This is an optimization exercise on Yosys and OpenROAD, whose aim is small area and a short achievable clock period, not a production implementation. At most, simulation tests tie the RTL to the original design; equivalence was not proved.

==> job 8379 <==
## fdiv_stream
module fdiv_stream (
    input wire clk,
    input wire rstn,
    input wire in_valid,
    input wire [31:0] in_x1,
    input wire [31:0] in_x2,
    output reg out_valid,
    output reg [31:0] out_y );
==> flow/config.mk <==
export PLATFORM = sky130hd
export DESIGN_NAME = fdiv_stream
export DESIGN_NICKNAME = fdiv_stream
export VERILOG_FILES = /design/flow/design.v
export SDC_FILE = /design/flow/constraint.sdc
export NUM_CORES = 4
export LEC_CHECK = 0
export CAP_MARGIN = 20
export CORE_MARGIN = 2
export CORE_UTILIZATION = 40
export SLEW_MARGIN = 20
==> flow/constraint.sdc <==
create_clock -name core_clock -period 170.0 [get_ports {clk}]
set_input_delay 34.0000 -clock core_clock [delete_from_list [all_inputs] [get_ports {clk}]]
set_output_delay 34.0000 -clock core_clock [all_outputs]
set_load 0.01 [all_outputs]
standard.sh (not shown) runs the stock make flow with config.mk's settings and CLKGATE_MAP_FILE= SYNTH_SCRIPT=/design/flow/synth_recipe.tcl, a recipe that flattens the netlist after the stock synthesis.
==> flow/flow/run.sh <==
#!/bin/bash
# Layout: the standard flow (standard.sh) with these changes.
# 1. Synthesis: Yosys's synth runs with -noabc, which skips only its generic
#    pre-mapping ABC pass, so the adder extraction sees the full adders with
#    the polarity the RTL writes them in instead of wrapped in inverters.
#    The final ABC mapping to the library uses an area-oriented script
#    (abc_area_map.script below: AIG rewriting with dc2/dch and the amap
#    area mapper, then ORFS's usual buffering and sizing steps) instead of
#    ORFS's delay-oriented abc_speed.script; every stage still has slack at
#    the clock period. The registers and the rest of synthesis are standard.
# 2. Port buffers: buffer_ports still buffers every input and output, with
#    sky130_fd_sc_hd__buf_1 instead of the delay cell it picks by default.
# 3. Clock tree: clkbuf_16 buffers, larger sink clusters, no dummy loads.
set -euo pipefail
cat > abc_area_map.script <<'ABC'
strash
dch -f
amap -m -F 2 -A 8
strash
dc2
dch -f
amap -m -F 2 -A 8
strash
dc2
dch -f
amap -m -F 2 -A 8
strash
dc2
dch -f
amap -m -F 2 -A 8
buffer -c
topo
stime -c
upsize -c
dnsize -c
ABC
{
  echo 'proc synth {args} { yosys synth -nofsm -noshare -noabc {*}$args }'
  echo 'proc abc {args} {'
  echo '  set i [lsearch -exact $args -script]'
  echo "  if {\$i >= 0} { lset args [expr {\$i + 1}] $PWD/abc_area_map.script }"
  echo '  yosys abc {*}$args'
  echo '}'
  tail -n +2 synth_recipe.tcl
} > synth_recipe_custom.tcl
head -1 synth_recipe.tcl | grep -q 'proc synth'
bash standard.sh SYNTH_SCRIPT="$PWD/synth_recipe_custom.tcl" \
  "BUFFER_PORTS_ARGS=-buffer_cell sky130_fd_sc_hd__buf_1" \
  "CTS_ARGS=-sink_clustering_enable -repair_clock_nets -buf_list sky130_fd_sc_hd__clkbuf_16 -sink_clustering_size 36 -sink_clustering_max_diameter 150 -dont_use_dummy_load" \
  finish > standard.log 2>&1
==> job 7855: changes against job 8379 <==
--- a/flow/design.v
+++ b/flow/design.v
@@ -1088,13 +1088,13 @@
       10'd1022: {neg, pos, q1, q2} = 4'b0000;
       10'd1023: {neg, pos, q1, q2} = 4'b0000;
       default: {neg, pos, q1, q2} = 4'b0000;
     endcase
   end
 endmodule
-module fdiv_r4 (
+module fdiv_r4 #(parameter FAST = 0) (
   input  wire [26:0] s,     
   input  wire [26:0] c,
   input  wire        first,  
   input  wire [22:0] b,
   output wire [26:0] s_o,
   output wire [26:0] c_o,
@@ -1102,13 +1102,19 @@
   output wire        q1,
   output wire        q2
 );
   wire [26:0] ys = first ? s : {s[24:0], 2'b00};
   wire [26:0] yc = first ? c : {c[24:0], 2'b00};
   wire [6:0] yh;
-  fdiv_rca #(7) add_yh (.x(ys[26:20]), .y(yc[26:20]), .ci(1'b0), .s(yh));
+  generate
+    if (FAST) begin : est_fast
+      assign yh = ys[26:20] + yc[26:20];
+    end else begin : est_ripple
+      fdiv_rca #(7) add_yh (.x(ys[26:20]), .y(yc[26:20]), .ci(1'b0), .s(yh));
+    end
+  endgenerate
   wire pos;
   fdiv_qsl4 sel0 (.yh(yh), .i(b[22:20]), .neg(qneg), .pos(pos), .q1(q1), .q2(q2));
   wire [26:0] bb = {4'b0001, b};
   wire [26:0] mult = ({27{q1}} & bb) | ({27{q2}} & {bb[25:0], 1'b0});
   wire [26:0] d = mult ^ {27{pos}};
   assign s_o = ys ^ yc ^ d;
@@ -1184,14 +1190,15 @@
   wire [24:0] xb = ~qn;
   wire [24:0] xo = {1'b0, oh};
   wire [24:0] x_s = qp ^ xb ^ xo;
   wire [24:0] x_c = {(qp[23:0] & xb[23:0]) | (qp[23:0] & xo[23:0]) | (xb[23:0] & xo[23:0]), 1'b0};
   wire [24:0] x0;
   fdiv_rca #(25) add_x (.x(x_s), .y(x_c), .ci(1'b0), .s(x0));
-  wire [24:0] v;
-  fdiv_rca #(25) add_v (.x(x0), .y({24'd0, c_hi}), .ci(c_lo), .s(v));
+  wire [24:0] x1 = x0 + 25'd1;
+  wire [24:0] x2 = x0 + 25'd2;
+  wire [24:0] v  = c_hi ? x2 : c_lo ? x1 : x0;
   wire [24:0] vm  = v & keep;
   wire [22:0] m   = v[24] ? vm[23:1] : vm[22:0];
   wire [8:0]  ec  = (z | ~v[24]) ? e : e + 9'd1;
   wire        inf = (ec == 9'd255);
   wire        dnm = ec[8] | (ec == 9'd0);
   assign y = {sg, dnm ? 8'd0 : inf ? 8'd255 : ec[7:0], (inf | dnm | z) ? 23'd0 : m};
@@ -1216,21 +1223,21 @@
     wire n_s, n_z;
     wire [24:0] n_a; wire [22:0] n_b;
     wire signed [5:0] n_g;
     wire [8:0] n_e;
     fdiv_norm norm0 (.x1(x1_q), .x2(x2_q), .s(n_s), .z(n_z), .a(n_a), .b(n_b), .g(n_g), .e(n_e));
     wire [26:0] d1_s, d1_c; wire d1_n, d1_1, d1_2;
-    fdiv_r4 d1 (.s({2'b00, n_a}), .c(27'd0), .first(1'b1), .b(n_b), .s_o(d1_s), .c_o(d1_c), .qneg(d1_n), .q1(d1_1), .q2(d1_2));
+    fdiv_r4 #(.FAST(0)) d1 (.s({2'b00, n_a}), .c(27'd0), .first(1'b1), .b(n_b), .s_o(d1_s), .c_o(d1_c), .qneg(d1_n), .q1(d1_1), .q2(d1_2));
     wire [26:0] d2_s, d2_c; wire d2_n, d2_1, d2_2;
-    fdiv_r4 d2 (.s(d1_s), .c(d1_c), .first(1'b0), .b(n_b), .s_o(d2_s), .c_o(d2_c), .qneg(d2_n), .q1(d2_1), .q2(d2_2));
+    fdiv_r4 #(.FAST(0)) d2 (.s(d1_s), .c(d1_c), .first(1'b0), .b(n_b), .s_o(d2_s), .c_o(d2_c), .qneg(d2_n), .q1(d2_1), .q2(d2_2));
     wire [26:0] d3_s, d3_c; wire d3_n, d3_1, d3_2;
-    fdiv_r4 d3 (.s(d2_s), .c(d2_c), .first(1'b0), .b(n_b), .s_o(d3_s), .c_o(d3_c), .qneg(d3_n), .q1(d3_1), .q2(d3_2));
+    fdiv_r4 #(.FAST(0)) d3 (.s(d2_s), .c(d2_c), .first(1'b0), .b(n_b), .s_o(d3_s), .c_o(d3_c), .qneg(d3_n), .q1(d3_1), .q2(d3_2));
     wire [26:0] d4_s, d4_c; wire d4_n, d4_1, d4_2;
-    fdiv_r4 d4 (.s(d3_s), .c(d3_c), .first(1'b0), .b(n_b), .s_o(d4_s), .c_o(d4_c), .qneg(d4_n), .q1(d4_1), .q2(d4_2));
+    fdiv_r4 #(.FAST(0)) d4 (.s(d3_s), .c(d3_c), .first(1'b0), .b(n_b), .s_o(d4_s), .c_o(d4_c), .qneg(d4_n), .q1(d4_1), .q2(d4_2));
     wire [26:0] d5_s, d5_c; wire d5_n, d5_1, d5_2;
-    fdiv_r4 d5 (.s(d4_s), .c(d4_c), .first(1'b0), .b(n_b), .s_o(d5_s), .c_o(d5_c), .qneg(d5_n), .q1(d5_1), .q2(d5_2));
+    fdiv_r4 #(.FAST(0)) d5 (.s(d4_s), .c(d4_c), .first(1'b0), .b(n_b), .s_o(d5_s), .c_o(d5_c), .qneg(d5_n), .q1(d5_1), .q2(d5_2));
     reg v_1;
     reg s_1;
     reg z_1;
     reg [22:0] b_1;
     reg signed [5:0] g_1;
     reg [8:0] e_1;
@@ -1246,21 +1253,21 @@
         e_1 <= n_e;
         ws_1 <= d5_s;
         wc_1 <= d5_c;
         qd_1 <= {{{{{d1_n, d1_1, d1_2}, d2_n, d2_1, d2_2}, d3_n, d3_1, d3_2}, d4_n, d4_1, d4_2}, d5_n, d5_1, d5_2};
     end
     wire [26:0] d6_s, d6_c; wire d6_n, d6_1, d6_2;
-    fdiv_r4 d6 (.s(ws_1), .c(wc_1), .first(1'b0), .b(b_1), .s_o(d6_s), .c_o(d6_c), .qneg(d6_n), .q1(d6_1), .q2(d6_2));
+    fdiv_r4 #(.FAST(0)) d6 (.s(ws_1), .c(wc_1), .first(1'b0), .b(b_1), .s_o(d6_s), .c_o(d6_c), .qneg(d6_n), .q1(d6_1), .q2(d6_2));
     wire [26:0] d7_s, d7_c; wire d7_n, d7_1, d7_2;
-    fdiv_r4 d7 (.s(d6_s), .c(d6_c), .first(1'b0), .b(b_1), .s_o(d7_s), .c_o(d7_c), .qneg(d7_n), .q1(d7_1), .q2(d7_2));
+    fdiv_r4 #(.FAST(0)) d7 (.s(d6_s), .c(d6_c), .first(1'b0), .b(b_1), .s_o(d7_s), .c_o(d7_c), .qneg(d7_n), .q1(d7_1), .q2(d7_2));
     wire [26:0] d8_s, d8_c; wire d8_n, d8_1, d8_2;
-    fdiv_r4 d8 (.s(d7_s), .c(d7_c), .first(1'b0), .b(b_1), .s_o(d8_s), .c_o(d8_c), .qneg(d8_n), .q1(d8_1), .q2(d8_2));
+    fdiv_r4 #(.FAST(1)) d8 (.s(d7_s), .c(d7_c), .first(1'b0), .b(b_1), .s_o(d8_s), .c_o(d8_c), .qneg(d8_n), .q1(d8_1), .q2(d8_2));
     wire [26:0] d9_s, d9_c; wire d9_n, d9_1, d9_2;
-    fdiv_r4 d9 (.s(d8_s), .c(d8_c), .first(1'b0), .b(b_1), .s_o(d9_s), .c_o(d9_c), .qneg(d9_n), .q1(d9_1), .q2(d9_2));
+    fdiv_r4 #(.FAST(0)) d9 (.s(d8_s), .c(d8_c), .first(1'b0), .b(b_1), .s_o(d9_s), .c_o(d9_c), .qneg(d9_n), .q1(d9_1), .q2(d9_2));
     wire [26:0] d10_s, d10_c; wire d10_n, d10_1, d10_2;
-    fdiv_r4 d10 (.s(d9_s), .c(d9_c), .first(1'b0), .b(b_1), .s_o(d10_s), .c_o(d10_c), .qneg(d10_n), .q1(d10_1), .q2(d10_2));
+    fdiv_r4 #(.FAST(0)) d10 (.s(d9_s), .c(d9_c), .first(1'b0), .b(b_1), .s_o(d10_s), .c_o(d10_c), .qneg(d10_n), .q1(d10_1), .q2(d10_2));
     reg v_2;
     reg s_2;
     reg z_2;
     reg [22:0] b_2;
     reg signed [5:0] g_2;
     reg [8:0] e_2;
@@ -1276,15 +1283,15 @@
         e_2 <= e_1;
         ws_2 <= d10_s;
         wc_2 <= d10_c;
         qd_2 <= {{{{{qd_1, d6_n, d6_1, d6_2}, d7_n, d7_1, d7_2}, d8_n, d8_1, d8_2}, d9_n, d9_1, d9_2}, d10_n, d10_1, d10_2};
     end
     wire [26:0] d11_s, d11_c; wire d11_n, d11_1, d11_2;
-    fdiv_r4 d11 (.s(ws_2), .c(wc_2), .first(1'b0), .b(b_2), .s_o(d11_s), .c_o(d11_c), .qneg(d11_n), .q1(d11_1), .q2(d11_2));
+    fdiv_r4 #(.FAST(1)) d11 (.s(ws_2), .c(wc_2), .first(1'b0), .b(b_2), .s_o(d11_s), .c_o(d11_c), .qneg(d11_n), .q1(d11_1), .q2(d11_2));
     wire [26:0] d12_s, d12_c; wire d12_n, d12_1, d12_2;
-    fdiv_r4 d12 (.s(d11_s), .c(d11_c), .first(1'b0), .b(b_2), .s_o(d12_s), .c_o(d12_c), .qneg(d12_n), .q1(d12_1), .q2(d12_2));
+    fdiv_r4 #(.FAST(0)) d12 (.s(d11_s), .c(d11_c), .first(1'b0), .b(b_2), .s_o(d12_s), .c_o(d12_c), .qneg(d12_n), .q1(d12_1), .q2(d12_2));
     wire [26:0] d13_s, d13_c; wire d13_p, d13_n;
     fdiv_r2 d13 (.s(d12_s), .c(d12_c), .b(b_2), .s_o(d13_s), .c_o(d13_c), .qp(d13_p), .qn(d13_n));
     wire [35:0] qd = {{qd_2, d11_n, d11_1, d11_2}, d12_n, d12_1, d12_2};
     wire [24:0] qp, qn;
     genvar gj;
     generate for (gj = 0; gj < 12; gj = gj + 1) begin : dig
==> flow/flow/run.sh (replaced) <==
#!/bin/bash
# Layout: the standard flow (standard.sh) with three changes.
# 1. Synthesis: Yosys's synth runs with -noabc, which skips only its generic
#    pre-mapping ABC pass, so the adder extraction sees the full adders with
#    the polarity the RTL writes them in instead of wrapped in inverters. The
#    final ABC mapping, the registers and the rest of synthesis are standard.
# 2. Port buffers: buffer_ports still buffers every input and output, with
#    sky130_fd_sc_hd__buf_1 instead of the delay cell it picks by default.
# 3. Clock tree: smaller buffers and no dummy loads.
set -euo pipefail
sed 's/yosys synth -nofsm -noshare /yosys synth -nofsm -noshare -noabc /' synth_recipe.tcl > synth_recipe_noabc.tcl
grep -q -- '-noabc' synth_recipe_noabc.tcl
bash standard.sh SYNTH_SCRIPT="$PWD/synth_recipe_noabc.tcl" \
  "BUFFER_PORTS_ARGS=-buffer_cell sky130_fd_sc_hd__buf_1" \
  "CTS_ARGS=-sink_clustering_enable -repair_clock_nets -buf_list sky130_fd_sc_hd__clkbuf_16 -sink_clustering_size 18 -sink_clustering_max_diameter 80 -dont_use_dummy_load" \
  finish > standard.log 2>&1
==> job 998: changes against job 8379 <==
--- a/flow/flow/run.sh
+++ b/flow/flow/run.sh
@@ -43,8 +43,8 @@
   echo '}'
   tail -n +2 synth_recipe.tcl
 } > synth_recipe_custom.tcl
 head -1 synth_recipe.tcl | grep -q 'proc synth'
 bash standard.sh SYNTH_SCRIPT="$PWD/synth_recipe_custom.tcl" \
   "BUFFER_PORTS_ARGS=-buffer_cell sky130_fd_sc_hd__buf_1" \
-  "CTS_ARGS=-sink_clustering_enable -repair_clock_nets -buf_list sky130_fd_sc_hd__clkbuf_16 -sink_clustering_size 36 -sink_clustering_max_diameter 150 -dont_use_dummy_load" \
+  "CTS_ARGS=-sink_clustering_enable -repair_clock_nets -buf_list sky130_fd_sc_hd__clkbuf_16 -sink_clustering_size 30 -sink_clustering_max_diameter 120 -dont_use_dummy_load" \
   finish > standard.log 2>&1
Settings changed: CORE_UTILIZATION 40 to 60.
==> summary of the runs <==
In sequential cell count, job 998 and job 7855 do not differ. The lowest setup slack belongs to job 8379, the highest to job 998. Utilization: job 7855 < job 8379 < job 998. Non-clock buffer count, highest first: job 7855, job 8379, job 998. In job 998 the global-route usage is higher than in job 8379, by 11 points. In critical path depth, job 8379 and job 7855 do not differ. Between job 998 and job 8379, the lower cell area is in job 998 (gap 1.3%, measured against job 8379). Die area: job 7855 > job 8379 > job 998. In job 7855 the cell count is larger than in job 8379, by 4.8%.
Function not checked in job 7855: the RTL went through the layout flow alone.

* * *

==> inputs of v32 <==
fdiv_stream, a different RTL version from the one above (not shown whole).
clock: 170.0 ns
lec_check: 0
cap_margin: 20
core_margin: 2
core_utilization: 40
slew_margin: 20
run.sh (not shown) runs the stock make flow with config.mk's settings and CLKGATE_MAP_FILE= SYNTH_SCRIPT=/design/flow/synth_recipe.tcl, a recipe that flattens the netlist after the stock synthesis.
Stock flow here: none of the scripts above is used.
==> inputs of v7, as changes to v32 <==
==> flow/design.v (replaced) <==
`default_nettype none
module fdiv_norm (
  input  wire [31:0] x1,
  input  wire [31:0] x2,
  output wire        s,     
  output wire        z,     
  output wire [22:0] a,     
  output wire [22:0] b,     
  output wire signed [5:0] g,  
  output wire [ 8:0] e      
);
  wire [7:0] e1 = x1[30:23];
  wire [7:0] e2 = x2[30:23];
  wire [23:0] m1 = {|e1, x1[22:0]};
  wire [23:0] m2 = {|e2, x2[22:0]};
  function automatic [28:0] norm24(input [23:0] m);
    reg [23:0] t;
    reg [4:0] k;
    begin
      t = m;
      k[4] = ~|t[23:8];  if (k[4]) t = {t[7:0], 16'd0};
      k[3] = ~|t[23:16]; if (k[3]) t = {t[15:0], 8'd0};
      k[2] = ~|t[23:20]; if (k[2]) t = {t[19:0], 4'd0};
      k[1] = ~|t[23:22]; if (k[1]) t = {t[21:0], 2'd0};
      k[0] = ~t[23];     if (k[0]) t = {t[22:0], 1'd0};
      norm24 = {k, t};
    end
  endfunction
  wire [4:0] lz1, lz2;
  wire [23:0] a1, b1;
  assign {lz1, a1} = norm24(m1);
  assign {lz2, b1} = norm24(m2);
  assign s = x1[31] ^ x2[31];
  assign z = ~(|m1) | ~(|m2);
  assign a = a1[22:0];
  assign b = b1[22:0];
  assign g = {1'b0, lz2} - {1'b0, lz1};
  assign e = {1'b0, e1} - {1'b0, e2} + (z ? 9'd103 : 9'd126 + {{3{g[5]}}, g});
endmodule
module fdiv_srt0 (
  input  wire [22:0] a,
  input  wire [22:0] b,
  output wire [25:0] s_o,
  output wire [25:0] c_o
);
  wire [25:0] y = {3'b001, a};
  wire [25:0] d = {3'b110, ~b};
  assign s_o = y ^ d;
  assign c_o = {y[24:0] & d[24:0], 1'b1};
endmodule
module fdiv_srt (
  input  wire [25:0] s,
  input  wire [25:0] c,
  input  wire [22:0] b,
  output wire [25:0] s_o,
  output wire [25:0] c_o,
  output wire        qp,    
  output wire        qn     
);
  wire [25:0] ys = {s[24:0], 1'b0};
  wire [25:0] yc = {c[24:0], 1'b0};
  wire [3:0] est = s[25:22] + c[25:22];
  assign qp = ~est[3];
  assign qn = est[3] & ~(&est);
  wire [22:0] sel = qp ? ~b : qn ? b : 23'd0;
  wire [25:0] d = {qp, qp, qn, sel};
  assign s_o = ys ^ yc ^ d;
  assign c_o = {(ys[24:0] & yc[24:0]) | (ys[24:0] & d[24:0]) | (yc[24:0] & d[24:0]), qp};
endmodule
module fdiv_rca #(parameter W = 8) (
  input  wire [W-1:0] x,
  input  wire [W-1:0] y,
  input  wire         ci,
  output wire [W-1:0] s
);
  wire [W:0] c;
  assign c[0] = ci;
  genvar i;
  generate
    for (i = 0; i < W; i = i + 1) begin : bit_
      assign s[i]   = x[i] ^ y[i] ^ c[i];
      assign c[i+1] = (x[i] & y[i]) | (x[i] & c[i]) | (y[i] & c[i]);
    end
  endgenerate
endmodule
module fdiv_post (
  input  wire [25:0] s,
  input  wire [25:0] c,
  input  wire [23:0] qp,    
  input  wire [23:0] qn,
  input  wire [22:0] b,
  input  wire signed [5:0] g,
  input  wire [ 8:0] e,
  input  wire        z,
  input  wire        sg,
  output wire [31:0] y
);
  wire [23:0] bf  = {1'b1, b};
  wire        neg = g[5];
  wire [4:0]  gi  = ~g[4:0];              
  wire [23:0] bs  = neg ? 24'd0 : {1'b0, bf[23:1]} >> g[4:0];
  wire [24:0] oh  = neg ? (25'd1 << gi) : 25'd0;
  wire [25:0] keep = neg ? ~((26'd2 << gi) - 26'd1) : {26{1'b1}};
  wire [25:0] k_s = s ^ c ^ {2'd0, bs};
  wire [25:0] k_c = {(s[24:0] & c[24:0]) | (s[24:0] & {1'd0, bs}) | (c[24:0] & {1'd0, bs}), 1'b0};
  wire [25:0] t;
  fdiv_rca #(26) add_t (.x(k_s), .y(k_c), .ci(1'b0), .s(t));
  wire        c_lo = ~t[25];
  wire [25:0] u;
  fdiv_rca #(26) add_u (.x(t), .y(~{2'd0, bf}), .ci(1'b1), .s(u));
  wire        c_hi = ~u[25];
  wire [25:0] xa = {2'b01, qp};
  wire [25:0] xb = {2'b01, ~qn};
  wire [25:0] xo = {1'b0, oh};
  wire [25:0] x_s = xa ^ xb ^ xo;
  wire [25:0] x_c = {(xa[24:0] & xb[24:0]) | (xa[24:0] & xo[24:0]) | (xb[24:0] & xo[24:0]), 1'b0};
  wire [25:0] x;
  fdiv_rca #(26) add_x (.x(x_s), .y(x_c), .ci(1'b0), .s(x));
  wire [25:0] x0 = {~x[25], x[24:0]};
  wire [25:0] x1 = x0 + 26'd1;
  wire [25:0] x2 = x0 + 26'd2;
  wire [25:0] v  = c_hi ? x2 : c_lo ? x1 : x0;
  wire [25:0] vm  = v & keep;
  wire [22:0] m   = v[25] ? vm[24:2] : v[24] ? vm[23:1] : vm[22:0];
  wire [8:0]  e1  = e + 9'd1;
  wire [8:0]  e2  = e + 9'd2;
  wire [8:0]  ec  = z ? e : v[25] ? e2 : v[24] ? e1 : e;
  wire        inf = (ec == 9'd255);
  wire        dnm = ec[8] | (ec == 9'd0);
  assign y = {sg, dnm ? 8'd0 : inf ? 8'd255 : ec[7:0], (inf | dnm | z) ? 23'd0 : m};
endmodule
`default_nettype wire
module fdiv_stream (
    input wire clk,
    input wire rstn,
    input wire in_valid,
    input wire [31:0] in_x1,
    input wire [31:0] in_x2,
    output reg out_valid,
    output reg [31:0] out_y );
    reg v_q;
    reg [31:0] x1_q;
    reg [31:0] x2_q;
    always @(posedge clk) begin
        if (~rstn) v_q <= 1'b0; else v_q <= in_valid;
        x1_q <= in_x1;
        x2_q <= in_x2;
    end
    wire n_s, n_z;
    wire [22:0] n_a, n_b;
    wire signed [5:0] n_g;
    wire [8:0] n_e;
    fdiv_norm norm0 (.x1(x1_q), .x2(x2_q), .s(n_s), .z(n_z), .a(n_a), .b(n_b), .g(n_g), .e(n_e));
    wire [25:0] d1_s, d1_c;
    fdiv_srt0 d1 (.a(n_a), .b(n_b), .s_o(d1_s), .c_o(d1_c));
    wire [25:0] d2_s, d2_c; wire d2_p, d2_n;
    fdiv_srt d2 (.s(d1_s), .c(d1_c), .b(n_b), .s_o(d2_s), .c_o(d2_c), .qp(d2_p), .qn(d2_n));
    wire [25:0] d3_s, d3_c; wire d3_p, d3_n;
    fdiv_srt d3 (.s(d2_s), .c(d2_c), .b(n_b), .s_o(d3_s), .c_o(d3_c), .qp(d3_p), .qn(d3_n));
    wire [25:0] d4_s, d4_c; wire d4_p, d4_n;
    fdiv_srt d4 (.s(d3_s), .c(d3_c), .b(n_b), .s_o(d4_s), .c_o(d4_c), .qp(d4_p), .qn(d4_n));
    wire [25:0] d5_s, d5_c; wire d5_p, d5_n;
    fdiv_srt d5 (.s(d4_s), .c(d4_c), .b(n_b), .s_o(d5_s), .c_o(d5_c), .qp(d5_p), .qn(d5_n));
    wire [25:0] d6_s, d6_c; wire d6_p, d6_n;
    fdiv_srt d6 (.s(d5_s), .c(d5_c), .b(n_b), .s_o(d6_s), .c_o(d6_c), .qp(d6_p), .qn(d6_n));
    wire [25:0] d7_s, d7_c; wire d7_p, d7_n;
    fdiv_srt d7 (.s(d6_s), .c(d6_c), .b(n_b), .s_o(d7_s), .c_o(d7_c), .qp(d7_p), .qn(d7_n));
    wire [25:0] d8_s, d8_c; wire d8_p, d8_n;
    fdiv_srt d8 (.s(d7_s), .c(d7_c), .b(n_b), .s_o(d8_s), .c_o(d8_c), .qp(d8_p), .qn(d8_n));
    wire [25:0] d9_s, d9_c; wire d9_p, d9_n;
    fdiv_srt d9 (.s(d8_s), .c(d8_c), .b(n_b), .s_o(d9_s), .c_o(d9_c), .qp(d9_p), .qn(d9_n));
    wire [25:0] d10_s, d10_c; wire d10_p, d10_n;
    fdiv_srt d10 (.s(d9_s), .c(d9_c), .b(n_b), .s_o(d10_s), .c_o(d10_c), .qp(d10_p), .qn(d10_n));
    wire [25:0] d11_s, d11_c; wire d11_p, d11_n;
    fdiv_srt d11 (.s(d10_s), .c(d10_c), .b(n_b), .s_o(d11_s), .c_o(d11_c), .qp(d11_p), .qn(d11_n));
    reg v_1;
    reg s_1;
    reg z_1;
    reg [22:0] b_1;
    reg signed [5:0] g_1;
    reg [8:0] e_1;
    reg [25:0] ws_1;
    reg [25:0] wc_1;
    reg [9:0] qp_1;
    reg [9:0] qn_1;
    always @(posedge clk) begin
        if (~rstn) v_1 <= 1'b0; else v_1 <= v_q;
        s_1 <= n_s;
        z_1 <= n_z;
        b_1 <= n_b;
        g_1 <= n_g;
        e_1 <= n_e;
        ws_1 <= d11_s;
        wc_1 <= d11_c;
        qp_1 <= {{{{{{{{{d2_p, d3_p}, d4_p}, d5_p}, d6_p}, d7_p}, d8_p}, d9_p}, d10_p}, d11_p};
        qn_1 <= {{{{{{{{{d2_n, d3_n}, d4_n}, d5_n}, d6_n}, d7_n}, d8_n}, d9_n}, d10_n}, d11_n};
    end
    wire [25:0] d12_s, d12_c; wire d12_p, d12_n;
    fdiv_srt d12 (.s(ws_1), .c(wc_1), .b(b_1), .s_o(d12_s), .c_o(d12_c), .qp(d12_p), .qn(d12_n));
    wire [25:0] d13_s, d13_c; wire d13_p, d13_n;
    fdiv_srt d13 (.s(d12_s), .c(d12_c), .b(b_1), .s_o(d13_s), .c_o(d13_c), .qp(d13_p), .qn(d13_n));
    wire [25:0] d14_s, d14_c; wire d14_p, d14_n;
    fdiv_srt d14 (.s(d13_s), .c(d13_c), .b(b_1), .s_o(d14_s), .c_o(d14_c), .qp(d14_p), .qn(d14_n));
    wire [25:0] d15_s, d15_c; wire d15_p, d15_n;
    fdiv_srt d15 (.s(d14_s), .c(d14_c), .b(b_1), .s_o(d15_s), .c_o(d15_c), .qp(d15_p), .qn(d15_n));
    wire [25:0] d16_s, d16_c; wire d16_p, d16_n;
    fdiv_srt d16 (.s(d15_s), .c(d15_c), .b(b_1), .s_o(d16_s), .c_o(d16_c), .qp(d16_p), .qn(d16_n));
    wire [25:0] d17_s, d17_c; wire d17_p, d17_n;
    fdiv_srt d17 (.s(d16_s), .c(d16_c), .b(b_1), .s_o(d17_s), .c_o(d17_c), .qp(d17_p), .qn(d17_n));
    wire [25:0] d18_s, d18_c; wire d18_p, d18_n;
    fdiv_srt d18 (.s(d17_s), .c(d17_c), .b(b_1), .s_o(d18_s), .c_o(d18_c), .qp(d18_p), .qn(d18_n));
    wire [25:0] d19_s, d19_c; wire d19_p, d19_n;
    fdiv_srt d19 (.s(d18_s), .c(d18_c), .b(b_1), .s_o(d19_s), .c_o(d19_c), .qp(d19_p), .qn(d19_n));
    wire [25:0] d20_s, d20_c; wire d20_p, d20_n;
    fdiv_srt d20 (.s(d19_s), .c(d19_c), .b(b_1), .s_o(d20_s), .c_o(d20_c), .qp(d20_p), .qn(d20_n));
    wire [25:0] d21_s, d21_c; wire d21_p, d21_n;
    fdiv_srt d21 (.s(d20_s), .c(d20_c), .b(b_1), .s_o(d21_s), .c_o(d21_c), .qp(d21_p), .qn(d21_n));
    reg v_2;
    reg s_2;
    reg z_2;
    reg [22:0] b_2;
    reg signed [5:0] g_2;
    reg [8:0] e_2;
    reg [25:0] ws_2;
    reg [25:0] wc_2;
    reg [19:0] qp_2;
    reg [19:0] qn_2;
    always @(posedge clk) begin
        if (~rstn) v_2 <= 1'b0; else v_2 <= v_1;
        s_2 <= s_1;
        z_2 <= z_1;
        b_2 <= b_1;
        g_2 <= g_1;
        e_2 <= e_1;
        ws_2 <= d21_s;
        wc_2 <= d21_c;
        qp_2 <= {{{{{{{{{{qp_1, d12_p}, d13_p}, d14_p}, d15_p}, d16_p}, d17_p}, d18_p}, d19_p}, d20_p}, d21_p};
        qn_2 <= {{{{{{{{{{qn_1, d12_n}, d13_n}, d14_n}, d15_n}, d16_n}, d17_n}, d18_n}, d19_n}, d20_n}, d21_n};
    end
    wire [25:0] d22_s, d22_c; wire d22_p, d22_n;
    fdiv_srt d22 (.s(ws_2), .c(wc_2), .b(b_2), .s_o(d22_s), .c_o(d22_c), .qp(d22_p), .qn(d22_n));
    wire [25:0] d23_s, d23_c; wire d23_p, d23_n;
    fdiv_srt d23 (.s(d22_s), .c(d22_c), .b(b_2), .s_o(d23_s), .c_o(d23_c), .qp(d23_p), .qn(d23_n));
    wire [25:0] d24_s, d24_c; wire d24_p, d24_n;
    fdiv_srt d24 (.s(d23_s), .c(d23_c), .b(b_2), .s_o(d24_s), .c_o(d24_c), .qp(d24_p), .qn(d24_n));
    wire [25:0] d25_s, d25_c; wire d25_p, d25_n;
    fdiv_srt d25 (.s(d24_s), .c(d24_c), .b(b_2), .s_o(d25_s), .c_o(d25_c), .qp(d25_p), .qn(d25_n));
    wire [31:0] y;
    fdiv_post post0 (.s(d25_s), .c(d25_c), .qp({{{{qp_2, d22_p}, d23_p}, d24_p}, d25_p}), .qn({{{{qn_2, d22_n}, d23_n}, d24_n}, d25_n}), .b(b_2), .g(g_2), .e(e_2), .z(z_2), .sg(s_2), .y(y));
    always @(posedge clk) begin
        if (~rstn) out_valid <= 1'b0; else out_valid <= v_2;
        out_y <= y;
    end
endmodule
==> flow/flow/run.sh (new file) <==
#!/bin/bash
# Layout: the standard flow (standard.sh), with one change to synthesis:
# Yosys's synth runs with -noabc, which skips only its generic pre-mapping
# ABC pass. The adder extraction then sees the full adders with the polarity
# the RTL writes them in, instead of wrapped in inverters; the final ABC
# mapping to the library, the registers and everything else stay standard.
set -euo pipefail
sed 's/yosys synth -nofsm -noshare /yosys synth -nofsm -noshare -noabc /' synth_recipe.tcl > synth_recipe_noabc.tcl
grep -q -- '-noabc' synth_recipe_noabc.tcl
bash standard.sh SYNTH_SCRIPT="$PWD/synth_recipe_noabc.tcl" finish > standard.log 2>&1
==> flow/standard.sh (new file) <==
#!/bin/bash
# synth_recipe.tcl (not shown) runs the flow's synth.tcl, then flattens the netlist and writes it again
# the make line also repeats each setting of config.mk as NAME=value (left out here)
make -C /OpenROAD-flow-scripts/flow DESIGN_CONFIG=/design/flow/config.mk WORK_HOME=/design/flow/orfs CLKGATE_MAP_FILE= SYNTH_SCRIPT=/design/flow/synth_recipe.tcl "${@:-finish}"
removed: flow/run.sh
==> notes <==
- In v7 the design area is lower than in v32, by about 6%.
- Clock-buffer cell count: v32 is lower than v7 (4).
- Via count: v32 is larger than v7 (about 11%).
- Maximum frequency is about the same in v32 and v7.
- In v32 the synthesized cell count is higher than in v7, by about 15%.
- Between v32 and v7, the lower first-iteration DRC count is in v7 (gap 30%, measured against v7).
- Die area: v32 is larger than v7 (6.6%).
- Between v32 and v7, the lower synthesized area is in v7 (gap 6.7%, measured against v7).
- v7 finished with timing, DRC and antenna clean. v32 completed without violations.
==> figures <==
quantity                                                          v7               v32
Run status                                  timing/DRC/antenna clean  timing/DRC/antenna clean
Layout-to-synthesis area ratio                                1.086x            1.085x
Tightest slew margin relative to the limit                     22.4%             26.4%
Worst min-delay path endpoint                       qn_2[13]$_DFF_P_  qp_2[13]$_DFF_P_
Tap cells                                                       1186              1287
Met1 layer usage reported by global route                      27.0%             28.0%
Period utilisation layout                                      20.8%             20.8%
Cell area after layout                                     40200 µm²         42800 µm²
Met2 track utilization from global routing                     33.4%             34.7%
Multi-input logic cell count                                    2905              3118
Start of the worst register-to-register path        x1_q[30]$_DFF_P_   x2_q[1]$_DFF_P_
Mux cell area share after synthesis                            7.49%             8.08%
DR iter-0 viols                                                 1594              2074
DIE HEIGHT                                                    308 µm            318 µm
Core Box Area                                              91700 µm²         98100 µm²
Met3 Use GR                                                    2.74%             1.71%
Met1 Routed Length                                          40300 µm          45600 µm
Post-route core utilization                                    43.9%             43.7%
Worst Setup EP                                             out_y[29]         out_y[22]
Share of cell area taken by flip-flops and latches             16.9%             15.9%

-- what the ideal ports hide --
The flow's constraints put no driver on any port. The routed layouts listed below were extracted and timed again, unchanged, in two steps.
Step 1 assumes that a clkbuf_16 drives the clock port and a buf_2 every other input.
Step 2 moves the port delays by t, midway between the first and last clock arrival at a register: inputs arrive t later, outputs are due t later. That takes back most of the time a late clock gives input paths.
a / b / c = ideal ports / drivers / drivers and shift; a / b = the first two.
| run | t, ns | setup WS [ns] | hold slack, ns | clock arrival spread, ns | worst slew at a driven data input, ns |
|---|---|---|---|---|---|
| job 8379 | 0.555 | 134.947 / 134.893 / 135.448 | 0.293 / 0.293 / 0.293 | 0.095 / 0.094 | 0.05 |
| job 7855 | 0.647 | 134.952 / 134.894 / 135.540 | 0.320 / 0.320 / 0.320 | 0.071 / 0.071 | 0.04 |
| job 998 | 0.555 | 134.971 / 134.908 / 135.463 | 0.248 / 0.248 / 0.248 | 0.094 / 0.094 | 0.05 |
| v32 | 0.633 | 134.577 / 134.509 / 135.142 | 0.314 / 0.314 / 0.314 | 0.021 / 0.021 | 0.05 |
| v7 | 0.614 | 134.607 / 134.546 / 135.160 | 0.320 / 0.320 / 0.320 | 0.030 / 0.030 | 0.05 |
After both steps every run listed still meets setup and hold.
